This is an optimization exercise on Yosys and OpenROAD, whose aim is small area, not a production implementation.
At most, simulation tests tie the RTL to the original design; equivalence was not proved.
For runs 3 and 4, only the layout was checked, not whether the RTL still works.
No driver is modelled on the clock port, so clock power and skew are understated where the tree is cut down; a real chip needs a root buffer or a tree.
No activity file was given, so power comes from the tool's default toggle rates.

--- design/flow/design.v ---
module traffic_light(
    input  logic       clk, reset, start,
    output logic [1:0] light_color
);
    logic [2:0] k, k_n;
    logic [1:0] c_n;
    assign k_n[0] = ~((k[1] & ~k[2] & ~light_color[0] & ~light_color[1] & ~reset) | (~k[0] & ~start & ~reset) | (k[1] & k[2] & start & ~reset));
    assign k_n[1] = ~((~k[1] & ~start & ~reset) | (k[1] & ~k[2] & ~light_color[0] & ~reset) | (~k[0] & start & ~reset));
    assign k_n[2] = ~((~k[1] & ~k[2] & ~reset) | (~k[0] & ~k[1] & start & ~reset));
    assign c_n[0] = ~((~light_color[0] & ~start) | (~k[1] & ~light_color[0]) | (k[2] & ~light_color[0]) | (reset) | (light_color[1]) | (k[1] & ~k[2] & light_color[0] & start));
    assign c_n[1] = (light_color[1] & ~start) | (k[1] & ~k[2] & light_color[0] & start) | (~k[1] & light_color[1]) | (k[2] & light_color[1]) | (reset);
    always_ff @(posedge clk) begin
        k <= k_n;
        light_color <= c_n;
    end
endmodule
module four_way_traffic_stop(
    input logic clk, reset, car_north, car_south, car_east, car_west,
    input logic car_north_left, car_south_left, car_east_left, car_west_left,
    output logic [1:0] light_north, light_south, light_east, light_west,
    output logic [1:0] left_north, left_south, left_east, left_west
);
    logic ax, u, v;
    logic [3:0] cnt, cnt_n;
    logic zt;
    assign cnt_n[0] = ~(cnt[1] & ~reset);
    assign cnt_n[1] = cnt[2] & ~reset;
    assign cnt_n[2] = ((cnt[0] & ~cnt[1]) | cnt[3]) & ~reset;
    assign cnt_n[3] = cnt[0] & ~cnt[3] & ~reset;
    assign zt = ~(cnt[0] | cnt[1] | cnt[2] | cnt[3]);
    wire cl1 = ax ? car_east_left : car_north_left;
    wire cl2 = ax ? car_west_left : car_south_left;
    wire c1  = ax ? car_east : car_north;
    wire c2  = ax ? car_west : car_south;
    wire nu  = cl2 & (cl1 | c2);
    wire nv  = cl1 & (cl2 | c1);
    always_ff @(posedge clk) begin
        cnt <= cnt_n;
        if (reset) begin
            ax <= 1'b0; u <= 1'b0; v <= 1'b0;
        end else if (zt) begin
            if (!u && !v) begin
                u <= nu; v <= nv;
                if (!(nu | nv)) ax <= ~ax;
            end else begin
                u <= 1'b0; v <= 1'b0; ax <= ~ax;
            end
        end
    end
    traffic_light T_NORTH(clk, reset, ~ax & ~u, light_north);
    traffic_light T_SOUTH(clk, reset, ~ax & ~v, light_south);
    traffic_light T_EAST (clk, reset,  ax & ~u, light_east);
    traffic_light T_WEST (clk, reset,  ax & ~v, light_west);
    traffic_light L_NORTH(clk, reset, ~ax &  v, left_north);
    traffic_light L_SOUTH(clk, reset, ~ax &  u, left_south);
    traffic_light L_EAST (clk, reset,  ax &  v, left_east);
    traffic_light L_WEST (clk, reset,  ax &  u, left_west);
endmodule
--- design/flow/flow/run.sh ---
#!/bin/bash
# The standard layout (standard.sh) with three changes:
# - synthesis maps with area-oriented ABC scripts, keeping the smallest
#   result (flow/synth.tcl,
#   flow/abc_scripts.txt),
# - each port gets the smallest buffer (buf_1),
# - the clock tree is built without dummy load cells, and without its
#   root buffer, with leaf buffers sized to their loads (flow/post_cts.tcl).
set -euo pipefail
W=$PWD
export AREA_ABC_SCRIPTS=$W/flow/abc_scripts.txt
export AREA_ABC_TMP=$W
export FLOW_SYNTH_TCL=$W/synth_recipe.tcl
export BUFFER_PORTS_ARGS="-buffer_cell sky130_fd_sc_hd__buf_1"
export CTS_ARGS="-sink_clustering_enable -repair_clock_nets -dont_use_dummy_load"
export POST_CTS_TCL=$W/flow/post_cts.tcl
sed "s|SYNTH_SCRIPT=[^ ]*|SYNTH_SCRIPT=$W/flow/synth.tcl|" standard.sh > area_standard.sh
bash area_standard.sh > standard.log 2>&1
--- design/flow/flow/abc_scripts.txt ---
strash
dch -f
amap
topo
#---
strash
dch
amap
topo
#---
strash
dch -f
amap -F 10 -A 20
topo
#---
strash
dch -f
amap
strash
dch -f
amap
topo
#---
strash
dch -f
map -a
topo
#---
strash
dch -f
amap -A 0.5
topo
#---
strash
balance
dch -f
amap
topo
#---
strash
balance
dch
amap
topo
#---
strash
balance
dch -f
amap -F 10 -A 20
topo
#---
strash
balance
dch -f
amap
strash
dch -f
amap
topo
#---
strash
balance
dch -f
map -a
topo
#---
strash
balance
dch -f
amap -A 0.5
topo
#---
strash
rewrite -l
rewrite -z -l
dch -f
amap
topo
#---
strash
rewrite -l
rewrite -z -l
dch
amap
topo
#---
strash
rewrite -l
rewrite -z -l
dch -f
amap -F 10 -A 20
topo
#---
strash
rewrite -l
rewrite -z -l
dch -f
amap
strash
dch -f
amap
topo
#---
strash
rewrite -l
rewrite -z -l
dch -f
map -a
topo
#---
strash
rewrite -l
rewrite -z -l
dch -f
amap -A 0.5
topo
#---
strash
drw
dch -f
amap
topo
#---
strash
drw
dch
amap
topo
#---
strash
drw
dch -f
amap -F 10 -A 20
topo
#---
strash
drw
dch -f
amap
strash
dch -f
amap
topo
#---
strash
drw
dch -f
map -a
topo
#---
strash
drw
dch -f
amap -A 0.5
topo
#---
strash
balance
rewrite
refactor
balance
rewrite
rewrite -z
balance
refactor -z
rewrite -z
balance
dch -f
amap
topo
#---
strash
balance
rewrite
refactor
balance
rewrite
rewrite -z
balance
refactor -z
rewrite -z
balance
dch
amap
topo
#---
strash
balance
rewrite
refactor
balance
rewrite
rewrite -z
balance
refactor -z
rewrite -z
balance
dch -f
amap -F 10 -A 20
topo
#---
strash
balance
rewrite
refactor
balance
rewrite
rewrite -z
balance
refactor -z
rewrite -z
balance
dch -f
amap
strash
dch -f
amap
topo
#---
strash
balance
rewrite
refactor
balance
rewrite
rewrite -z
balance
refactor -z
rewrite -z
balance
dch -f
map -a
topo
#---
strash
balance
rewrite
refactor
balance
rewrite
rewrite -z
balance
refactor -z
rewrite -z
balance
dch -f
amap -A 0.5
topo
#---
strash
rewrite -l
refactor -l
rewrite -z -l
dch -f
amap
topo
#---
strash
rewrite -l
refactor -l
rewrite -z -l
dch
amap
topo
#---
strash
rewrite -l
refactor -l
rewrite -z -l
dch -f
amap -F 10 -A 20
topo
#---
strash
rewrite -l
refactor -l
rewrite -z -l
dch -f
amap
strash
dch -f
amap
topo
#---
strash
rewrite -l
refactor -l
rewrite -z -l
dch -f
map -a
topo
#---
strash
rewrite -l
refactor -l
rewrite -z -l
dch -f
amap -A 0.5
topo
#---
strash
dc2
dch -f
amap
topo
#---
strash
dc2
dch
amap
topo
#---
strash
dc2
dch -f
amap -F 10 -A 20
topo
#---
strash
dc2
dch -f
amap
strash
dch -f
amap
topo
#---
strash
dc2
dch -f
map -a
topo
#---
strash
dc2
dch -f
amap -A 0.5
topo
#---
strash
resub
rewrite -z
dch -f
amap
topo
#---
strash
resub
rewrite -z
dch
amap
topo
#---
strash
resub
rewrite -z
dch -f
amap -F 10 -A 20
topo
#---
strash
resub
rewrite -z
dch -f
amap
strash
dch -f
amap
topo
#---
strash
resub
rewrite -z
dch -f
map -a
topo
#---
strash
resub
rewrite -z
dch -f
amap -A 0.5
topo
#---
strash
refactor -N 12
dch -f
amap
topo
#---
strash
refactor -N 12
dch
amap
topo
#---
strash
refactor -N 12
dch -f
amap -F 10 -A 20
topo
#---
strash
refactor -N 12
dch -f
amap
strash
dch -f
amap
topo
#---
strash
refactor -N 12
dch -f
map -a
topo
#---
strash
refactor -N 12
dch -f
amap -A 0.5
topo
#---
strash
balance
rewrite -z
refactor -z
dch -f
amap
topo
#---
strash
balance
rewrite -z
refactor -z
dch
amap
topo
#---
strash
balance
rewrite -z
refactor -z
dch -f
amap -F 10 -A 20
topo
#---
strash
balance
rewrite -z
refactor -z
dch -f
amap
strash
dch -f
amap
topo
#---
strash
balance
rewrite -z
refactor -z
dch -f
map -a
topo
#---
strash
balance
rewrite -z
refactor -z
dch -f
amap -A 0.5
topo
--- design/flow/flow/post_cts.tcl ---
set root [get_cells -quiet clkbuf_0_clk]
set leaves {}
if { [llength $root] == 1 } {
  set rootnet [get_nets clknet_0_clk]
  set leafpins [get_pins -of_objects $rootnet -filter "direction==input"]
  if { [llength $leafpins] <= 4 } {
    set clknet [get_nets clk]
    foreach p $leafpins {
      lappend leaves [get_cells -of_objects $p]
      disconnect_pin $rootnet $p
      connect_pin $clknet $p
    }
    delete_instance $root
    delete_net $rootnet
  }
}
set_propagated_clock [all_clocks]
foreach leaf $leaves {
  set onet [get_nets -of_objects [get_pins -of_objects $leaf -filter "direction==output"]]
  set sinks [get_pins -of_objects $onet -filter "direction==input"]
  foreach size {2 4 8 16} {
    replace_cell $leaf sky130_fd_sc_hd__clkbuf_$size
    estimate_parasitics -placement
    set worst 0
    foreach p $sinks {
      set s [get_property $p slew_max]
      if { $s > $worst } { set worst $s }
    }
    puts "clock leaf [get_full_name $leaf]: clkbuf_$size, [llength $sinks] sinks, worst slew $worst"
    if { $worst < 0.115 } { break }
  }
}
detailed_placement
check_placement -verbose
estimate_parasitics -placement
report_clock_skew
report_worst_slack -min
report_worst_slack -max
--- design/flow/flow/synth.tcl ---
# The standard synthesis (synth_recipe.tcl), with ABC's technology
# mapping done by area-oriented scripts (flow/abc_scripts.txt, separated by
# "#---" lines) in place of ORFS's: each script maps the same logic and the
# smallest result is kept.
proc abc {args} {
  set i [lsearch -exact $args -script]
  set lib [lindex $args [expr {[lsearch -exact $args -liberty] + 1}]]
  set f [open $::env(AREA_ABC_SCRIPTS)]
  set scripts [split [string map [list "#---" "\x01"] [read $f]] "\x01"]
  close $f
  yosys design -save area_abc_in
  set best_area 1e18
  set best_n -1
  set n 0
  foreach text $scripts {
    if { [string trim $text] eq "" } { continue }
    incr n
    set script $::env(AREA_ABC_TMP)/area_$n.abc
    set g [open $script w]
    puts $g [string trim $text]
    close $g
    yosys design -load area_abc_in
    lset args [expr {$i + 1}] $script
    if { [catch { yosys abc {*}$args } err] } {
      puts "area_abc: script $n failed: $err"
      continue
    }
    set st [tee -q -s result.string stat -liberty $lib]
    set area 1e18
    foreach {m a} [regexp -all -inline {Chip area for [^:]*: ([0-9.]+)} $st] { set area $a }
    puts "area_abc: script $n -> $area"
    if { $area < $best_area } {
      set best_area $area
      set best_n $n
      yosys design -save area_abc_best
    }
  }
  puts "area_abc: kept script $best_n ($best_area)"
  yosys design -load area_abc_best
}
source $::env(FLOW_SYNTH_TCL)
--- design/flow/standard.sh ---
#!/bin/bash
# synth_recipe.tcl (not shown) runs the flow's synth.tcl, then flattens the netlist and writes it again
# the make line also repeats each setting of config.mk as NAME=value (left out here)
make -C /OpenROAD-flow-scripts/flow DESIGN_CONFIG=/design/flow/config.mk WORK_HOME=/design/flow/orfs CLKGATE_MAP_FILE= SYNTH_SCRIPT=/design/flow/synth_recipe.tcl "${@:-finish}"
--- design/flow/config.mk ---
export PLATFORM = sky130hd
export DESIGN_NAME = four_way_traffic_stop
export DESIGN_NICKNAME = four_way_traffic_stop
export VERILOG_FILES = /design/flow/design.v
export SDC_FILE = /design/flow/constraint.sdc
export NUM_CORES = 4
export LEC_CHECK = 0
export CAP_MARGIN = 0
export CORE_MARGIN = 2
export CORE_UTILIZATION = 75
export PLACE_DENSITY = 0.85
export SLEW_MARGIN = 0
--- design/flow/constraint.sdc ---
create_clock -name core_clock -period 10.0 [get_ports {clk}]
set_input_delay 2.0000 -clock core_clock [delete_from_list [all_inputs] [get_ports {clk}]]
set_output_delay 2.0000 -clock core_clock [all_outputs]
set_load 0.01 [all_outputs]
==> run summary, run 1 <==
vias per cell 5.87; vias post-DR 1,584; clock-pin slew on the worst setup and hold paths 80 ps; DRT iter0 DRCs 59; Setup TNS 0 ps; Congestion Overflow GR 0; Synth area leaders dfxtp_1 (54%), nor2_1 (8.2%), o21ai_0 (7.7%); final setup fails 0; CTS Sinks 47; DRC 0; final HPWL from detailed placement 2.45 mm; pwr dens 147 nW/um^2; Syn Area/Cell 8.24 um^2; WL/cell 12.6 um; met1 wire length 1.54 mm; critical path launch point reset; first-pass GRT wire length 5.60 mm; arrival time worst endpoint 3270 ps; largest net degree at the start of global routing 33; max reg flops 4; Top reg by flops cnt; critical path endpoint category flip-flop; fin. max-slew vios 0; Overall Global Routing Usage 27.5%; Mapped Area 1750 um^2; synth warn 2; crit path max fanout 32; vias in the first global route 1,370; RePlAce Congestion 0.815; Least-Margin Pin Slew 419 ps; placed cells 266; Die ar. 2730 um^2; layout cell share with drive strength beyond 1 2.07%; post-synth top area cell dfxtp_1; highest routed layer met4; final std cells w/o fill 270; initial antenna violation count 0; Mapped Cells 212; IR drop worst, VDD 159 uV; Worst Hold Class flip-flop to flip-flop; r2r startpoint ax; post-route clock period utilization 32.3%; metal2 WL 1.64 mm; met3 wire len 203 um; core area 2210 um^2; Synth Net Count 222; Routed WL 3.39 mm; ys flop type dfxtp_1; RSZ-0062 raised after global routing false; final critical-path required period 3230 ps; CP Class input port to flip-flop; post-synth top area share 53.8%; Async S/R FF share, synth 0%; IO buf count 25; I/O pins 26; Synth-to-Final Area Change 10.2%; Die Y 52.3 um; Yosys reg bits 47; final net count 254; synth cell count leaders dfxtp_1 (47), nor2_1 (38), o21ai_0 (27), clkinv_1 (25), a21oi_1 (20); max-cap violations 0; post-route clock skew 31.3 ps; Starting Density 79.0%; leakage power 0.650 nW; clock latency (worst-skew pair) 170 ps; status no timing/DRC/antenna violations; final hold vios 0; most frequent cell after synthesis dfxtp_1; number of flops mapped to enable cells by yosys 0; DRT antenna net count 0; required time of the critical path 10,040 ps; Slew HR 71.9%; Synth cell types 21; Rows 17; Detailed Routing Iterations Pass 1 5; Seq/Total Area, Yosys 53.8%; width of the die 52.3 um; min-delay src cnt[1]; crit start category input port; diode count 0; Max Clock Freq 310 MHz
power by group:
part	internal, mW	total [mW]	switching, mW
Combinational	0.00641	0.0167	0.0103
Sequential	0.191	0.194	0.00284
Clock	0.0279	0.0724	0.0445
Total	0.226	0.283	0.0576
cells by family (layout without fill, tap and decap cells):
| kind of cell | after synthesis | count (layout) | share of synthesized area, % |
|---|---|---|---|
| buf+inv | 25 | 55 | 5.37 |
| simple gates | 70 | 70 | 16.8 |
| compound gates | 70 | 70 | 24.1 |
| flops | 47 | 47 | 53.8 |
critical path: stages:
cell and delay (ps):
buf_1 80, buf_4 330, clkinv_1 450, a221oi_1 400
final timing paths:
path,cells after the start,to,slack [ps]
max,4,T_EAST.k[1],6770
min reg2reg,1,cnt[0],440
min,1,cnt[0],440
max reg2reg,7,ax,8000
routing by layer:
| metal | track usage [%] | vias to the layer above |
|---|---|---|
| met5 | 0 | - |
| met4 | 8.55 | 0 |
| met3 | 6.29 | 2 |
| met2 | 47.7 | 59 |
| met1 | 33.9 | 720 |
| li1 | - | 803 |
through the flow:
stage | instance area, um^2 | hold slack [ps] | setup slack, ps | utilization, % | total power [mW]
finish | 1930 | 440 | 6770 | 87.1 | 0.283
detailed placement | 1880 | 396 | 6630 | 85.2 | 0.215
global route | 1930 | 466 | 6680 | 87.1 | 0.292
global placement | 1880 | 384 | 6780 | 85.2 | 0.213
floorplan | 1750 | 375 | 7030 | - | 0.209
cells in the final DEF, fill, tap and decap left out, types with 2 or more instances in the layout:
cell type	n
o211ai_1	2
nor2_1	38
nor3_1	9
buf_1	25
clkbuf_4	2
a211oi_1	8
clkbuf_8	2
nand2_1	15
nor2b_1	2
o21ai_0	27
or3_1	2
dfxtp_1	47
o221ai_1	2
a221oi_1	6
a21oi_1	20
nand3_1	2
clkinv_1	25
cell type report:
type / count / area [um^2]
multi-input cells: 140 / 713
flip-flops and latches: 47 / 941
well taps: 28 / 35.0
clock buffers: 4 / 42.5
inverters: 25 / 93.8
fillers: 124 / 285
repair buffers: 26 / 101
==> run 2, diff against run 1 <==
--- a/design/flow/config.mk
+++ b/design/flow/config.mk
@@ -7,6 +7,5 @@
 export LEC_CHECK = 0
-export CAP_MARGIN = 0
+export CAP_MARGIN = 20
 export CORE_MARGIN = 2
-export CORE_UTILIZATION = 75
-export PLACE_DENSITY = 0.85
-export SLEW_MARGIN = 0
+export CORE_UTILIZATION = 40
+export SLEW_MARGIN = 20
==> run summary, run 2 <==
commonest non-fill, non-tap cell in the layout dfxtp_1; Starting Density 40.7%; max reg flops 4; Hold EP cnt[0]; clock-pin slew on the worst setup and hold paths 80 ps; Synth area leaders dfxtp_1 (54%), nor2_1 (8.2%), o21ai_0 (7.7%); pwr dens 149 nW/um^2; synth cell count leaders dfxtp_1 (47), nor2_1 (38), o21ai_0 (27), clkinv_1 (25), a21oi_1 (20); largest net degree at the start of global routing 33; WP buf/inv 3; fin. max-slew vios 0; crit path max fanout 32; arrival time worst endpoint 3250 ps; Die ar. 4910 um^2; DRC 0; RePlAce Congestion 0.801; Mapped Cells 212; CP top delay family buffers and inverters; R2R depth 7; vias in the first global route 1,373; Max Clock Freq 312 MHz; most frequent cells in the layout dfxtp_1 (47), nor2_1 (38), o21ai_0 (27); Least-Margin Pin Slew 444 ps; first-pass GRT wire length 5.75 mm; Congestion Overflow GR 0; diode count 0; Yosys reg bits 47; clock latency (worst-skew pair) 140 ps; Overall Global Routing Usage 14.4%; Synth Net Count 222; Rows 24; final setup fails 0; post-synth top area share 53.8%; critical path endpoint category flip-flop; final HPWL from detailed placement 2.34 mm; Syn Area/Cell 8.24 um^2; leakage power 0.655 nW; utilization after layout 45.9%; hold depth 1; Worst R2R Setup Slack 8010 ps; core area 4290 um^2; Worst Hold Class flip-flop to flip-flop; status no timing/DRC/antenna violations; Setup TNS 0 ps; crit start category input port; Slew HR 70.2%; final net count 254; required time of the critical path 10,050 ps; R2R Path End ax; Seq/Total Area, Yosys 53.8%; RSZ-0062 raised after global routing false; filler instances 458; Die Y 70.1 um; post-route clock period utilization 32.0%; CP Class input port to flip-flop; r2r startpoint ax; min-delay src cnt[1]; ys flop type dfxtp_1; post-route clock skew 5.86 ps; Worst path slowest cell clkinv_1; Top reg by flops cnt; vias per cell 5.18; Async S/R FF share, synth 0%; worst path cell trace buf_1, buf_4, clkinv_1, a221oi_1; layout cell share with drive strength beyond 1 2.07%; Worst path max stage delay 470 ps; final critical-path required period 3200 ps; Routed WL 3.27 mm; Mapped Area 1750 um^2; I/O pins 26; final hold vios 0; Detailed Routing Iterations Pass 1 4; CTS Sinks 47; number of flops mapped to enable cells by yosys 0; synth warn 2; total power 0.293 mW; post-synth top area cell dfxtp_1; initial antenna violation count 0; WL/cell 11.1 um; IR drop worst, VDD 84.3 uV; most frequent cell after synthesis dfxtp_1; Synth-to-Final Area Change 12.7%; IO buf count 25; DRT iter0 DRCs 43; width of the die 70.1 um; max-cap violations 0; vias post-DR 1,523; Synth cell types 21; DRT antenna net count 0
run 2: cell counts after synthesis:
No cell type changed its count.
run 2: where the power goes:
group | total (mW) | switching [mW] | internal [mW]
clock network | 0.0819 | 0.0453 | 0.0366
registers | 0.194 | 0.00280 | 0.191
logic | 0.0165 | 0.0101 | 0.00641
run 2: worst max-delay path by stage:
stage                    from      endpoint  slack, ps  depth (start not counted)
6_report                reset  T_NORTH.k[1]       6800                          4
5_1_grt                 reset  T_NORTH.k[1]       6610                          4
3_5_place_dp            reset  T_NORTH.k[1]       6640                          4
3_3_place_gp            reset  T_SOUTH.k[1]       6710                          4
2_1_floorplan  car_north_left            ax       7030                          6
run 2: final cells by class:
class / instances / area, um^2 / share of cell area (%)
clock buffer: 4 / 55.1 / 2.80
inverter: 25 / 93.8 / 4.76
multi-input combinational: 140 / 713 / 36.2
sequential: 47 / 941 / 47.8
tap: 52 / 65.1 / 3.30
timing repair buffer: 26 / 101 / 5.15
run 2: stage by stage:
| stage | instances | hold WS (ps) | cell area [um^2] | setup WS (ps) |
|---|---|---|---|---|
| floorplan | 212 | 375 | 1750 | 7030 |
| finish | 294 | 422 | 1970 | 6800 |
| detailed placement | 290 | 389 | 1910 | 6640 |
| global placement | 290 | 393 | 1910 | 6710 |
| global route | 294 | 441 | 1970 | 6610 |
run 2: per-layer routing:
metal	share of wire, %	GRT usage, %	routed length (um)
met3	3.2	4.91	106
met2	45	23.6	1460
met4	1.2	4.49	40
met5	0	0	0
met1	51	17.9	1660
run 2: cells by family after synthesis:
logic type	Yosys count	share of synthesized area, %
and+or+nand+nor	70	16.8
DFF	47	53.8
AOI/OAI and AO/OA	70	24.1
buffers and inverters	25	5.37
==> run 3, diff against run 2 <==
--- a/design/flow/design.v
+++ b/design/flow/design.v
@@ -6,7 +6,7 @@
     logic [1:0] c_n;
-    assign k_n[0] = ~((k[1] & ~k[2] & ~light_color[0] & ~light_color[1] & ~reset) | (~k[0] & ~start & ~reset) | (k[1] & k[2] & start & ~reset));
-    assign k_n[1] = ~((~k[1] & ~start & ~reset) | (k[1] & ~k[2] & ~light_color[0] & ~reset) | (~k[0] & start & ~reset));
-    assign k_n[2] = ~((~k[1] & ~k[2] & ~reset) | (~k[0] & ~k[1] & start & ~reset));
-    assign c_n[0] = ~((~light_color[0] & ~start) | (~k[1] & ~light_color[0]) | (k[2] & ~light_color[0]) | (reset) | (light_color[1]) | (k[1] & ~k[2] & light_color[0] & start));
-    assign c_n[1] = (light_color[1] & ~start) | (k[1] & ~k[2] & light_color[0] & start) | (~k[1] & light_color[1]) | (k[2] & light_color[1]) | (reset);
+    assign k_n[0] = (k[0] & k[1] & ~reset) | (k[1] & k[2] & start & ~reset);
+    assign k_n[1] = (k[1] & ~start & ~reset) | (k[0] & ~k[1] & ~light_color[0] & ~reset) | (k[2] & start & ~reset);
+    assign k_n[2] = (k[0] & ~k[1] & ~light_color[0] & ~light_color[1] & ~reset) | (k[2] & ~start & ~reset) | (~k[0] & ~k[1] & start & ~reset);
+    assign c_n[0] = ~((~light_color[0] & ~start) | (~k[0] & ~light_color[0]) | (reset) | (k[0] & ~k[1] & light_color[0] & start) | (k[1] & ~light_color[0]) | (light_color[1]));
+    assign c_n[1] = (light_color[1] & ~start) | (k[0] & ~k[1] & light_color[0] & start) | (~k[0] & light_color[1]) | (k[1] & light_color[1]) | (reset);
     always_ff @(posedge clk) begin
--- a/design/flow/config.mk
+++ b/design/flow/config.mk
@@ -9,3 +9,4 @@
 export CORE_MARGIN = 2
-export CORE_UTILIZATION = 40
+export CORE_UTILIZATION = 65
+export PLACE_DENSITY = 0.75
 export SLEW_MARGIN = 20
==> run summary, run 3 <==
RSZ-0062 raised after global routing false; Least-Margin Pin Slew 624 ps; post-route clock period utilization 30.5%; CP Capture Point ax; crit path max fanout 2; DRT iter0 DRCs 94; RePlAce Congestion 0.770; highest routed layer met4; final critical-path required period 3050 ps; Yosys reg bits 47; ys flop type dfxtp_1; DRT antenna net count 0; arrival time worst endpoint 3100 ps; Die ar. 3140 um^2; Max Clock Freq 327 MHz; Routed WL 3.32 mm; most frequent cell after synthesis dfxtp_1; critical path launch point car_north; Congestion Overflow GR 0; Worst R2R Setup Slack 7930 ps; fin. max-slew vios 0; commonest non-fill, non-tap cell in the layout dfxtp_1; required time of the critical path 10,050 ps; leakage power 0.674 nW; post-route clock skew 26.1 ps; final net count 259; vias per cell 5.81; I/O pins 26; number of flops mapped to enable cells by yosys 0; crit start category input port; Worst Hold Class flip-flop to flip-flop; placed cell areas 1900 um^2; final HPWL from detailed placement 2.47 mm; synth cell count leaders dfxtp_1 (47), nor2_1 (41), clkinv_1 (28), a21oi_1 (25), nand2_1 (18); Die Y 56.1 um; R2R depth 7; Mapped Area 1760 um^2; vias post-DR 1,609; width of the die 56.1 um; Detailed Routing Iterations Pass 1 4; max-cap violations 0; cell area after layout 1940 um^2; final hold vios 0; Starting Density 69.9%; final setup margin 6950 ps; synth warn 2; Placement Setup Slack 6760 ps; Rows 18; critical path endpoint category flip-flop; met1 wire length 1.52 mm; pwr dens 145 nW/um^2; Synth Net Count 227; Seq/Total Area, Yosys 53.4%; DRC 0; initial antenna violation count 0; core area 2520 um^2; Overall Global Routing Usage 22.7%; post-synth top area cell dfxtp_1; Synth area leaders dfxtp_1 (53%), nor2_1 (8.7%), a21oi_1 (7.1%); Synth-to-Final Area Change 10.3%; vias in the first global route 1,399; Mapped Cells 217; max reg flops 4; clock-pin slew on the worst setup and hold paths 110 ps; CTS Sinks 47; worst path cell trace buf_1, o22ai_1, a2111oi_0, nor2_1, o21ai_0, a21oi_1; WL/cell 12.0 um; diode count 0; Slew HR 58.0%; IR drop worst, VDD 168 uV; status no timing/DRC/antenna violations; Top reg by flops cnt; final std cells w/o fill 277; Setup TNS 0 ps; post-synth top area share 53.4%; layout cell share with drive strength beyond 1 2.02%; IO buf count 25; most frequent cells in the layout dfxtp_1 (47), nor2_1 (41), clkinv_1 (28); Worst path slowest cell a2111oi_0; placed cells 273; Syn Area/Cell 8.12 um^2; Async S/R FF share, synth 0%; r2r startpoint ax; final setup fails 0; first-pass GRT wire length 5.78 mm; CP Class input port to flip-flop; Synth cell types 18; Worst path max stage delay 580 ps; R2R Path End L_WEST.light_color[0]; met3 wire len 177 um; metal2 WL 1.59 mm; filler instances 204; clock latency (worst-skew pair) 160 ps; largest net degree at the start of global routing 31
==> run 3: cells by family after synthesis <==
| family | share of synthesized area, % |
|---|---|
| flops | 53.4 |
| simple gates | 18.0 |
| compound gates | 22.7 |
| buf+inv | 5.96 |
==> run 3: metrics by stage <==
| step | util [%] | power, mW | hold WS, ps |
|---|---|---|---|
| floorplan | - | 0.209 | 380 |
| global placement | 75.4 | 0.214 | 390 |
| detailed placement | 75.4 | 0.215 | 394 |
| global route | 77.1 | 0.293 | 436 |
| finish | 77.1 | 0.282 | 412 |
==> run 3: where the power goes <==
part	leakage, nW	switching, mW	internal (mW)
Clock	0.0236	0.0431	0.0279
Combinational	0.269	0.00969	0.00668
Sequential	0.381	0.00316	0.191
Total	0.674	0.0560	0.226
==> run 3: final cells by class <==
cell class | instances | area, um^2 | share of cell area (%)
Clock buffer | 4 | 42.5 | 2.19
Inverter | 28 | 105 | 5.41
Tap cell | 30 | 37.5 | 1.93
Sequential cell | 47 | 941 | 48.4
Timing Repair Buffer | 26 | 101 | 5.21
Multi-Input combinational cell | 142 | 717 | 36.9
==> run 3: worst min path at each step <==
stage	cells after the start	startpoint	to
floorplan	1	cnt[1]	cnt[0]
global placement	1	cnt[1]	cnt[0]
detailed placement	1	cnt[1]	cnt[0]
global route	1	cnt[1]	cnt[0]
finish	1	cnt[1]	cnt[0]
==> run 3: layer usage <==
layer | vias up | global-route usage (%)
li1 | 820 | -
met1 | 746 | 29.1
met2 | 40 | 38.0
met3 | 3 | 5.81
met4 | 0 | 6.12
met5 | - | 0
==> run 3: critical path: cells and delay by family <==
family                 cells  cell delay (ps)
buffers and inverters      1               70
and+or+nand+nor            1              130
AOI/OAI and AO/OA          4              890
==> run 4, diff against run 3 <==
--- a/design/flow/config.mk
+++ b/design/flow/config.mk
@@ -9,4 +9,3 @@
 export CORE_MARGIN = 2
-export CORE_UTILIZATION = 65
-export PLACE_DENSITY = 0.75
+export CORE_UTILIZATION = 40
 export SLEW_MARGIN = 20
==> run summary, run 4 <==
status no timing/DRC/antenna violations; most frequent cell after synthesis dfxtp_1; CP Class input port to flip-flop; number of flops mapped to enable cells by yosys 0; critical path endpoint category flip-flop; critical path launch point car_north; final hold vios 0; diode count 0; Slew HR 55.2%; clock-pin slew on the worst setup and hold paths 100 ps; crit start category input port; CTS Sinks 47; width of the die 70.4 um; DRT antenna net count 0; final HPWL from detailed placement 2.27 mm; WP buf/inv 1; crit path max fanout 2; placed cells 295; Mapped Area 1760 um^2; Levels on crit path 6; layout cell share with drive strength beyond 1 2.02%; placed cell areas 1930 um^2; ys flop type dfxtp_1; commonest non-fill, non-tap cell in the layout dfxtp_1; worst path cell trace buf_1, o22ai_1, a2111oi_0, nor2_1, o21ai_0, a21oi_1; max reg flops 4; IO buf count 25; R2R Path End L_EAST.light_color[0]; IR drop worst, VDD 61.9 uV; r2r startpoint ax; max-cap violations 0; RSZ-0062 raised after global routing false; post-synth top area cell dfxtp_1; Worst path max stage delay 650 ps; Clock Power Share 26.7%; Seq pwr share 67.7%; Least-Margin Pin Slew 656 ps; WL/cell 10.4 um; Die Y 70.4 um; Setup TNS 0 ps; largest net degree at the start of global routing 31; first-pass GRT wire length 5.46 mm; CP Capture Point ax; Worst path slowest cell a2111oi_0; Synth area leaders dfxtp_1 (53%), nor2_1 (8.7%), a21oi_1 (7.1%); Rows 24; post-synth top area share 53.4%; R2R depth 7; pwr dens 145 nW/um^2; DRT iter0 DRCs 72; I/O pins 26; fin. max-slew vios 0; Comb pwr share 5.6%; Syn Area/Cell 8.12 um^2; Max Clock Freq 324 MHz; Top reg by flops cnt; DRC 0; cell area after layout 1980 um^2; most frequent cells in the layout dfxtp_1 (47), nor2_1 (41), clkinv_1 (28); final std cells w/o fill 299; Die ar. 4950 um^2; Seq/Total Area, Yosys 53.4%; Async S/R FF share, synth 0%; core area 4290 um^2; Mapped Cells 217; total power 0.287 mW; synth cell count leaders dfxtp_1 (47), nor2_1 (41), clkinv_1 (28), a21oi_1 (25), nand2_1 (18); vias in the first global route 1,342; Sw Share 19.8%; Int Pwr 0.230 mW; Detailed Routing Iterations Pass 1 5; clock latency (worst-skew pair) 160 ps; Sw Pwr 0.0566 mW; Starting Density 41.1%; required time of the critical path 10,050 ps; vias post-DR 1,515; Overall Global Routing Usage 13.5%; Synth-to-Final Area Change 12.2%; RePlAce Congestion 0.737; Congestion Overflow GR 0; arrival time worst endpoint 3130 ps; Worst Hold Class flip-flop to flip-flop; Synth Net Count 227; Yosys reg bits 47; initial antenna violation count 0; final setup fails 0; final critical-path required period 3080 ps; synth warn 2; final net count 259; Routed WL 3.10 mm; Worst R2R Setup Slack 8060 ps; post-route clock period utilization 30.8%; CP top delay family compound AO/OA/AOI/OAI gates; post-route clock skew 25.3 ps; Synth cell types 18; leakage power 0.677 nW; vias per cell 5.07
run 4: how the worst min path moves through the flow:
stage | startpoint | end | slack [ps] | depth (start not counted)
3_3_place_gp | cnt[1] | cnt[0] | 400 | 1
2_1_floorplan | cnt[1] | cnt[0] | 380 | 1
5_1_grt | cnt[1] | cnt[0] | 420 | 1
3_5_place_dp | cnt[1] | cnt[0] | 400 | 1
6_report | cnt[1] | cnt[0] | 410 | 1
run 4: power groups by stage:
stage | Combinational (mW) | Sequential (mW) | Clock (mW)
floorplan | 0.0106 | 0.198 | 0
global route | 0.0188 | 0.195 | 0.0875
global placement | 0.0161 | 0.198 | 0
detailed placement | 0.0163 | 0.198 | 0
finish | 0.0161 | 0.194 | 0.0765
run 4: cell families (layout without fill, tap and decap cells):
| family | count (synthesis) | after routing | share of synthesized area, % |
|---|---|---|---|
| buffers and inverters | 28 | 58 | 5.96 |
| AO/OA/AOI/OAI | 65 | 65 | 22.7 |
| flip-flops | 47 | 47 | 53.4 |
| AND/OR/NAND/NOR | 77 | 77 | 18.0 |
run 4: worst reg2reg max path, stage by stage, from the launching register on:
cell and delay (ps):
dfxtp_1 540, clkinv_1 290, nor2_1 330, clkinv_1 150, nor3_1 240, a21oi_1 120, o21ai_0 90, nor2_1 50
run 4: layout make-up:
cell class	instances	area, um^2
multi-input cells	142	717
fillers	430	2320
inverters	28	105
well taps	52	65.1
clock buffers	4	48.8
flip-flops and latches	47	941
repair buffers	26	101
run 4: stage by stage:
step	setup WS, ps	hold slack, ps	utilization (%)
2_1_floorplan	7030	380	-
3_3_place_gp	6800	398	44.9
3_5_place_dp	6760	396	44.9
5_1_grt	6840	422	46.1
6_report	6920	413	46.1
run 4: routing by layer:
layer	up-vias	wire length (um)	GRT usage, %
li1	825	-	-
met1	664	1550	17.7
met5	-	0	0
met3	5	107	2.60
met2	21	1370	21.5
met4	0	59	6.41
==> run 5, diff against run 4 <==
--- a/design/flow/design.v
+++ b/design/flow/design.v
@@ -6,7 +6,7 @@
     logic [1:0] c_n;
-    assign k_n[0] = (k[0] & k[1] & ~reset) | (k[1] & k[2] & start & ~reset);
-    assign k_n[1] = (k[1] & ~start & ~reset) | (k[0] & ~k[1] & ~light_color[0] & ~reset) | (k[2] & start & ~reset);
-    assign k_n[2] = (k[0] & ~k[1] & ~light_color[0] & ~light_color[1] & ~reset) | (k[2] & ~start & ~reset) | (~k[0] & ~k[1] & start & ~reset);
-    assign c_n[0] = ~((~light_color[0] & ~start) | (~k[0] & ~light_color[0]) | (reset) | (k[0] & ~k[1] & light_color[0] & start) | (k[1] & ~light_color[0]) | (light_color[1]));
-    assign c_n[1] = (light_color[1] & ~start) | (k[0] & ~k[1] & light_color[0] & start) | (~k[0] & light_color[1]) | (k[1] & light_color[1]) | (reset);
+    assign k_n[0] = (k[1] & ~k[2] & start & ~reset) | (k[0] & k[2] & ~start & ~reset) | (k[0] & ~k[2] & light_color[1] & ~reset);
+    assign k_n[1] = (~k[0] & ~k[1] & start & ~reset) | (k[1] & ~start & ~reset);
+    assign k_n[2] = ~((~k[2] & ~light_color[0] & ~light_color[1] & ~reset) | (k[1] & start & ~reset) | (~k[0] & ~k[2] & ~reset));
+    assign c_n[0] = (k[0] & ~k[2] & ~light_color[0] & ~light_color[1] & start & ~reset) | (light_color[0] & ~start & ~reset) | (~k[0] & light_color[0] & ~reset);
+    assign c_n[1] = (light_color[1] & ~start) | (k[0] & light_color[0] & start) | (~k[0] & light_color[1]) | (k[2] & light_color[1]) | (reset);
     always_ff @(posedge clk) begin
==> run summary, run 5 <==
post-synth top area cell dfxtp_1; Max Clock Freq 267 MHz; Yosys reg bits 47; arrival time worst endpoint 3770 ps; crit start category input port; vias in the first global route 1,221; leakage power 0.609 nW; RePlAce Congestion 0.706; total power 0.294 mW; Mapped Cells 188; Slew HR 40.7%; status no timing/DRC/antenna violations; Synth area leaders dfxtp_1 (55%), o21ai_0 (12%), o2111a_1 (5.3%); most frequent cell after synthesis dfxtp_1; RSZ-0062 raised after global routing false; clock latency (worst-skew pair) 140 ps; final hold vios 0; DRT antenna net count 0; post-route clock skew 11.4 ps; Die Y 69.2 um; Die ar. 4790 um^2; fin. max-slew vios 0; Synth-to-Final Area Change 12.4%; max reg flops 4; final setup fails 0; IO buf count 25; max-cap violations 0; CTS Sinks 47; vias post-DR 1,443; vias per cell 5.40; Routed WL 2.98 mm; DRC 0; utilization after layout 47.1%; Synth Net Count 198; crit path max fanout 36; commonest non-fill, non-tap cell in the layout dfxtp_1; final HPWL from detailed placement 2.07 mm; synth cell count leaders dfxtp_1 (47), o21ai_0 (42), nand2_1 (21), clkinv_1 (14); first-pass GRT wire length 5.24 mm; Rows 23; CP Class input port to flip-flop; final std cells w/o fill 267; core area 4060 um^2; synth warn 2; DRT iter0 DRCs 79; Placement Setup Slack 6060 ps; Seq/Total Area, Yosys 55.3%; width of the die 69.2 um; placed cells 263; Synth cell types 17; Detailed Routing Iterations Pass 1 4; most frequent cells in the layout dfxtp_1 (47), o21ai_0 (42), buf_1 (25); final net count 229; diode count 0; Syn Area/Cell 9.05 um^2; final setup margin 6260 ps; Async S/R FF share, synth 0%; initial antenna violation count 0; WL/cell 11.1 um; Congestion Overflow GR 0; post-route clock period utilization 37.4%; critical path endpoint category flip-flop; clock-pin slew on the worst setup and hold paths 80 ps; layout cell share with drive strength beyond 1 1.84%; Setup TNS 0 ps; Least-Margin Pin Slew 884 ps; ys flop type dfxtp_1; pwr dens 154 nW/um^2; number of flops mapped to enable cells by yosys 0; Mapped Area 1700 um^2; post-synth top area share 55.3%; Starting Density 41.9%; IR drop worst, VDD 80.1 uV; final critical-path required period 3740 ps; I/O pins 26; Top reg by flops cnt; Overall Global Routing Usage 13.1%; Worst Hold Class flip-flop to flip-flop; required time of the critical path 10,030 ps; largest net degree at the start of global routing 37
[run 5: cell families (layout without fill, tap and decap cells)]
kind of cell,count (synthesis),in the layout,share of synthesized area [%]
AND/OR/NAND/NOR,45,45,11.1
flip-flops,47,47,55.3
AO/OA/AOI/OAI,82,82,30.5
buffers and inverters,14,43,3.09
[run 5: area by class of cell]
cell class | count | area (um^2)
multi-input cells | 127 | 708
flip-flops and latches | 47 | 941
repair buffers | 25 | 93.8
clock buffers | 4 | 55.1
fillers | 408 | 2140
well taps | 50 | 62.6
inverters | 14 | 52.6
[run 5: per-stage QoR]
step / cell area [um^2] / hold slack, ps
floorplan: 1700 / 380
global route: 1910 / 426
detailed placement: 1860 / 398
global placement: 1860 / 402
finish: 1910 / 415
[run 5: power breakdown]
| part | leakage [nW] | internal, mW | switching, mW |
|---|---|---|---|
| sequential | 0.382 | 0.192 | 0.00351 |
| combinational | 0.198 | 0.00585 | 0.00926 |
| clock | 0.0288 | 0.0366 | 0.0467 |
[run 5: worst paths after layout]
path / start / to / depth (start not counted) / slack (ps)
setup / recovery: reset / T_EAST.k[1] / 3 / 6260
hold / removal: cnt[1] / cnt[0] / 1 / 420
setup reg to reg: ax / ax / 8 / 8090
hold reg to reg: cnt[1] / cnt[0] / 1 / 420
[run 5: critical path, stage by stage]
cell and delay, ps:
buf_1 440, clkinv_1 890, o2111a_1 430
[run 5: layer usage]
metal	up-vias	track usage, %	wire length, um
li1	764	-	-
met1	647	18.5	1620
met2	27	19.6	1200
met3	5	2.91	115
met4	0	4.58	46
met5	-	0	0
==> run 6, diff against run 5 <==
--- a/design/flow/flow/run.sh
+++ b/design/flow/flow/run.sh
@@ -7,3 +7,4 @@
 # - the clock tree is built without dummy load cells, and without its
-#   root buffer, with leaf buffers sized to their loads (flow/post_cts.tcl).
+#   root buffer, with the flip-flops regrouped among the leaf buffers by
+#   position and each leaf buffer sized to its load (flow/post_cts.tcl).
 set -euo pipefail
--- a/design/flow/flow/post_cts.tcl
+++ b/design/flow/flow/post_cts.tcl
@@ -17,2 +17,73 @@
 set_propagated_clock [all_clocks]
+
+proc inst_xy { inst } {
+  set bb [[sta::sta_to_db_inst $inst] getBBox]
+  return [list [expr {([$bb xMin] + [$bb xMax]) / 2.0}] [expr {([$bb yMin] + [$bb yMax]) / 2.0}]]
+}
+
+if { [llength $leaves] > 1 } {
+  # sinks and leaf nets
+  set sinks {}
+  set nets {}
+  set cx {}
+  set cy {}
+  foreach leaf $leaves {
+    set onet [get_nets -of_objects [get_pins -of_objects $leaf -filter "direction==output"]]
+    lappend nets $onet
+    foreach p [get_pins -of_objects $onet -filter "direction==input"] {
+      lappend sinks [list $p $onet {*}[inst_xy [get_cells -of_objects $p]]]
+    }
+    lassign [inst_xy $leaf] x y
+    lappend cx $x
+    lappend cy $y
+  }
+  set n [llength $leaves]
+  # k-means on the sink positions, starting from the leaf buffers' places
+  for { set it 0 } { $it < 30 } { incr it } {
+    set assign {}
+    foreach s $sinks {
+      lassign $s p net x y
+      set best 0
+      set bd 1e30
+      for { set j 0 } { $j < $n } { incr j } {
+        set d [expr {abs($x - [lindex $cx $j]) + abs($y - [lindex $cy $j])}]
+        if { $d < $bd } { set bd $d; set best $j }
+      }
+      lappend assign $best
+    }
+    for { set j 0 } { $j < $n } { incr j } {
+      set sx 0.0; set sy 0.0; set c 0
+      foreach s $sinks a $assign {
+        if { $a == $j } {
+          set sx [expr {$sx + [lindex $s 2]}]
+          set sy [expr {$sy + [lindex $s 3]}]
+          incr c
+        }
+      }
+      if { $c > 0 } {
+        lset cx $j [expr {$sx / $c}]
+        lset cy $j [expr {$sy / $c}]
+      }
+    }
+  }
+  # reconnect each sink to its group's leaf net
+  foreach s $sinks a $assign {
+    lassign $s p net x y
+    set want [lindex $nets $a]
+    if { [get_full_name $net] ne [get_full_name $want] } {
+      disconnect_pin $net $p
+      connect_pin $want $p
+    }
+  }
+  # move each leaf buffer to its group's centre
+  for { set j 0 } { $j < $n } { incr j } {
+    set db [sta::sta_to_db_inst [lindex $leaves $j]]
+    set bb [$db getBBox]
+    set w [expr {[$bb xMax] - [$bb xMin]}]
+    set h [expr {[$bb yMax] - [$bb yMin]}]
+    $db setLocation [expr {int([lindex $cx $j] - $w / 2)}] [expr {int([lindex $cy $j] - $h / 2)}]
+  }
+  detailed_placement
+}
+
 foreach leaf $leaves {
@@ -22,2 +93,3 @@
     replace_cell $leaf sky130_fd_sc_hd__clkbuf_$size
+    detailed_placement
     estimate_parasitics -placement
==> run summary, run 6 <==
initial antenna violation count 0; diode count 0; ys flop type dfxtp_1; Syn Area/Cell 9.05 um^2; Top reg by flops cnt; Routed WL 2.98 mm; synth warn 2; filler instances 404; met3 wire len 112 um; Synth-to-Final Area Change 11.7%; IR drop worst, VDD 81.3 uV; cell area after layout 1900 um^2; Slew HR 41.3%; Yosys reg bits 47; post-route clock skew 25.1 ps; worst path cell trace buf_1, clkinv_1, o2111a_1; post-synth top area cell dfxtp_1; critical path endpoint category flip-flop; Overall Global Routing Usage 13.1%; hold_ws 424 ps; WL/cell 11.2 um; WP buf/inv 2; Worst Hold Class flip-flop to flip-flop; Mapped Cells 188; CTS Sinks 47; CP Class input port to flip-flop; final setup margin 6280 ps; pwr dens 150 nW/um^2; status no timing/DRC/antenna violations; placed cells 263; Sw Pwr 0.0585 mW; total power 0.284 mW; most frequent cell after synthesis dfxtp_1; DRT antenna net count 0; final hold vios 0; Least-Margin Pin Slew 875 ps; Detailed Routing Iterations Pass 1 4; I/O pins 26; Clock Power Share 25.9%; max reg flops 4; required time of the critical path 10,040 ps; width of the die 69.2 um; CP Capture Point T_SOUTH.k[1]; number of flops mapped to enable cells by yosys 0; layout cell share with drive strength beyond 1 1.84%; Int Pwr 0.226 mW; final setup fails 0; R2R Path End ax; Die ar. 4790 um^2; first-pass GRT wire length 5.24 mm; Sw Share 20.6%; largest net degree at the start of global routing 37; CP top delay family buffers and inverters; critical path launch point reset; Seq pwr share 68.8%; final net count 229; Rows 23; Worst R2R Setup Slack 8090 ps; arrival time worst endpoint 3760 ps; DRC 0; Congestion Overflow GR 0; vias per cell 5.36; synth cell count leaders dfxtp_1 (47), o21ai_0 (42), nand2_1 (21), clkinv_1 (14); final std cells w/o fill 267; clock latency (worst-skew pair) 170 ps; Worst path max stage delay 880 ps; Mapped Area 1700 um^2; Synth cell types 17; clock-pin slew on the worst setup and hold paths 80 ps; post-synth top area share 55.3%; post-route clock period utilization 37.2%; vias post-DR 1,432; max-cap violations 0; crit path max fanout 36; Starting Density 41.9%; IO buf count 25; Worst path slowest cell clkinv_1; DRT iter0 DRCs 66; RePlAce Congestion 0.706; highest routed layer met4; Max Clock Freq 269 MHz; final HPWL from detailed placement 2.07 mm; vias in the first global route 1,204; Synth Net Count 198; crit start category input port; final critical-path required period 3720 ps; core area 4060 um^2; Synth area leaders dfxtp_1 (55%), o21ai_0 (12%), o2111a_1 (5.3%); Levels on crit path 3; commonest non-fill, non-tap cell in the layout dfxtp_1; placed cell areas 1860 um^2; most frequent cells in the layout dfxtp_1 (47), o21ai_0 (42), buf_1 (25); fin. max-slew vios 0; Comb pwr share 5.3%; Seq/Total Area, Yosys 55.3%; r2r startpoint ax; met1 wire length 1.61 mm; Die Y 69.2 um; leakage power 0.603 nW; Setup TNS 0 ps; Async S/R FF share, synth 0%; Placement Setup Slack 6060 ps; utilization after layout 46.8%; RSZ-0062 raised after global routing false; R2R depth 8; metal2 WL 1.21 mm
-- run 6: cell counts after synthesis --
Identical to the previous run, type by type.
-- run 6: metal layers --
layer	vias up	track usage, %
met5	-	0
met2	22	19.8
met3	5	2.91
li1	767	-
met4	0	5.23
met1	638	18.3
-- run 6: final cells by class --
class | count | area, um^2 | area share, %
Clock buffer | 4 | 42.5 | 2.24
Inverter | 14 | 52.6 | 2.76
Multi-Input combinational cell | 127 | 708 | 37.3
Timing Repair Buffer | 25 | 93.8 | 4.94
Tap cell | 50 | 62.6 | 3.29
Sequential cell | 47 | 941 | 49.5
-- run 6: power groups by stage --
| stage | registers, mW | logic [mW] | clock network, mW |
|---|---|---|---|
| 6_report | 0.196 | 0.0151 | 0.0737 |
| 5_1_grt | 0.196 | 0.0179 | 0.0835 |
| 3_5_place_dp | 0.200 | 0.0153 | 0 |
| 3_3_place_gp | 0.200 | 0.0151 | 0 |
| 2_1_floorplan | 0.199 | 0.0103 | 0 |
-- run 6: worst min-delay path by stage --
stage               startpoint      to  cells past startpoint
finish                  cnt[1]  cnt[0]                      1
global placement        cnt[1]  cnt[0]                      1
floorplan               cnt[1]  cnt[0]                      1
detailed placement      cnt[1]  cnt[0]                      1
global route            cnt[1]  cnt[0]                      1
-- run 6: logic make-up after synthesis --
logic type / after synthesis / share of synthesized area, %
flip-flops: 47 / 55.3
buffers and inverters: 14 / 3.09
AO/OA/AOI/OAI: 82 / 30.5
AND/OR/NAND/NOR: 45 / 11.1
==> run 7, diff against run 6 <==
--- a/design/flow/design.v
+++ b/design/flow/design.v
@@ -25,7 +25,7 @@
     logic zt;
-    assign cnt_n[0] = ~(cnt[1] & ~reset);
-    assign cnt_n[1] = cnt[2] & ~reset;
-    assign cnt_n[2] = ((cnt[0] & ~cnt[1]) | cnt[3]) & ~reset;
-    assign cnt_n[3] = cnt[0] & ~cnt[3] & ~reset;
-    assign zt = ~(cnt[0] | cnt[1] | cnt[2] | cnt[3]);
+    assign cnt_n[0] = (~cnt[2] & ~reset);
+    assign cnt_n[1] = (~cnt[0] & cnt[2] & ~reset) | (cnt[0] & ~cnt[2] & cnt[3] & ~reset);
+    assign cnt_n[2] = ~((cnt[1] & ~reset));
+    assign cnt_n[3] = ~((cnt[3] & ~reset));
+    assign zt = (cnt[0] & ~cnt[1] & cnt[2] & ~cnt[3]);
     wire cl1 = ax ? car_east_left : car_north_left;
==> run summary, run 7 <==
required time of the critical path 10,040 ps; Mapped Area 1690 um^2; post-route clock skew 19.2 ps; max-cap violations 0; min-delay src cnt[1]; Slew HR 37.3%; status no timing/DRC/antenna violations; Worst path max stage delay 920 ps; placed cells 260; Routed WL 3.27 mm; number of flops mapped to enable cells by yosys 0; final net count 226; GR Layer Usage met3 3.22%; Starting Density 42.0%; Worst R2R Setup Slack 7970 ps; DRT iter0 DRCs 73; Detailed Routing Iterations Pass 1 4; placed cell areas 1850 um^2; DRC 0; global routing's busiest layer met2; IR drop worst, VDD 81.6 uV; Synth-to-Final Area Change 11.7%; post-synth top area cell dfxtp_1; synth warn 2; post-synth top area share 55.5%; Seq/Total Area, Yosys 55.5%; Max Clock Freq 265 MHz; worst path cell trace buf_1, clkinv_1, o2111a_1; diode count 0; GR Util met2 23.5%; Async S/R FF share, synth 0%; DRT antenna net count 0; first-pass GRT wire length 5.50 mm; R2R Path End ax; crit path max fanout 37; Overall Global Routing Usage 13.9%; cell area after layout 1890 um^2; Die Y 69.1 um; Hold EP cnt[2]; initial antenna violation count 0; crit start category input port; Mapped Cells 185; Syn Area/Cell 9.16 um^2; Setup TNS 0 ps; final hold vios 0; core area 4030 um^2; r2r startpoint ax; Rows 23; Yosys reg bits 47; critical path endpoint category flip-flop; final HPWL from detailed placement 2.35 mm; largest net degree at the start of global routing 38; synth cell count leaders dfxtp_1 (47), o21ai_0 (42), nand2_1 (21), a21oi_1 (12), clkinv_1 (12); IO buf count 25; final setup fails 0; Synth cell types 17; Congestion Overflow GR 0; CP Class input port to flip-flop; final critical-path required period 3770 ps; vias in the first global route 1,280; leakage power 0.600 nW; ys flop type dfxtp_1; commonest non-fill, non-tap cell in the layout dfxtp_1; most frequent cells in the layout dfxtp_1 (47), o21ai_0 (42), buf_1 (25); layout cell share with drive strength beyond 1 1.87%; RSZ-0062 raised after global routing false; R2R depth 7; most frequent cell after synthesis dfxtp_1; final std cells w/o fill 264; Top reg by flops cnt; final setup margin 6230 ps; fin. max-slew vios 0; clock latency (worst-skew pair) 160 ps; Least-Margin Pin Slew 935 ps; pwr dens 148 nW/um^2; CTS Sinks 47; Placement Setup Slack 6090 ps; arrival time worst endpoint 3810 ps; RePlAce Congestion 0.726; Synth area leaders dfxtp_1 (56%), o21ai_0 (12%), o2111a_1 (5.3%); width of the die 69.1 um; WL/cell 12.4 um; max reg flops 4; Die ar. 4770 um^2; hold depth 1; Worst Hold Class flip-flop to flip-flop; clock-pin slew on the worst setup and hold paths 80 ps; met1 usage 17.2%; post-route clock period utilization 37.7%; I/O pins 26; Worst path slowest cell clkinv_1; vias post-DR 1,433; vias per cell 5.43; Synth Net Count 195
==> run 7: cell types whose count changed in the layout (fill, tap and decap cells not counted) <==
cell      previous run  this run
nor2_1              11        10
nor3_1               9         8
nor4_1               1         0
clkinv_1            14        12
nor2b_1              1         0
a211oi_1             0         1
a31o_1               0         1
a21oi_1             11        12
==> run 7: report_power, final <==
group / switching [mW] / total, mW / internal, mW
combinational: 0.00809 / 0.0129 / 0.00477
sequential: 0.00311 / 0.194 / 0.191
clock: 0.0448 / 0.0728 / 0.0280
==> run 7: kinds of logic after synthesis <==
logic type / after synthesis / synth area share (%)
buffers and inverters: 12 / 2.66
AO/OA/AOI/OAI: 85 / 31.9
flip-flops: 47 / 55.5
AND/OR/NAND/NOR: 41 / 9.90
==> run 7: stage by stage <==
stage                     total power, mW  util (%)  hold slack, ps
after floorplan                     0.206         -             367
after global placement              0.211      45.9             374
after detailed placement            0.211      45.9             386
after global routing                0.292      47.0             425
final                               0.280      47.0             404
==> run 7: per-layer routing <==
layer | wire (um) | part of all wire (%) | vias up
met1 | 1600 | 49 | 642
met5 | 0 | 0 | -
met2 | 1500 | 46 | 25
li1 | - | - | 762
met3 | 129 | 3.9 | 4
met4 | 35 | 1.1 | 0
==> run 7: area by class of cell <==
type                    count  area (um^2)
clock buffers               4         42.5
inverters                  12         45.0
fillers                   385         2140
repair buffers             25         93.8
flip-flops and latches     47          941
multi-input cells         126          708
well taps                  50         62.6
==> run 7: how the worst max path moves through the flow <==
stage                              start           to  slack, ps  cells after the start
final                              reset  L_EAST.k[1]       6230                      3
after global routing               reset            u       6040                      4
after detailed placement           reset  L_EAST.k[1]       6090                      3
after global placement             reset  T_EAST.k[1]       6140                      3
after floorplan           car_south_left           ax       7020                      6
==> run 7: critical path, delay by kind of cell <==
family / cells / cell delay (ps)
AO/OA/AOI/OAI: 1 / 450
buffers and inverters: 2 / 1350

-- port drivers added, routing unchanged --
The results above use ideal ports. As a check the final layouts listed here were re-extracted and re-timed, cells and wires unchanged. Step 1 (the two cells are an assumption about what drives the block):
set clk [get_ports {clk}]
set_driving_cell -lib_cell sky130_fd_sc_hd__clkbuf_16 $clk
set_driving_cell -lib_cell sky130_fd_sc_hd__buf_2 [delete_from_list [all_inputs] $clk]
Step 2 adds t to the input delays and takes it off the output delays; t is the mean of the earliest and latest rising clock arrival at the registers after step 1. Input paths then give back, and output paths get back, about the clock's delay inside the block. a / b / c = ideal ports / drivers / drivers and shift; a / b = the first two.
| run | t, ns | setup slack, ns | worst slew at a driven data input, ns |
|---|---|---|---|
| run 1 | 0.198 | 6.771 / 6.781 / 6.583 | 0.04 |
| run 2 | 0.188 | 6.795 / 6.825 / 6.638 | 0.04 |
| run 3 | 0.200 | 6.946 / 6.971 / 6.771 | 0.03 |
| run 4 | 0.197 | 6.918 / 6.942 / 6.746 | 0.03 |
| run 5 | 0.188 | 6.260 / 6.282 / 6.095 | 0.03 |
| run 6 | 0.199 | 6.281 / 6.299 / 6.101 | 0.03 |
| run 7 | 0.197 | 6.231 / 6.250 / 6.054 | 0.03 |
After both steps every run listed still meets setup and hold. The setup slack of run 1, which loses most, moves by +0.010 ns with the drivers and by -0.188 ns with both steps.
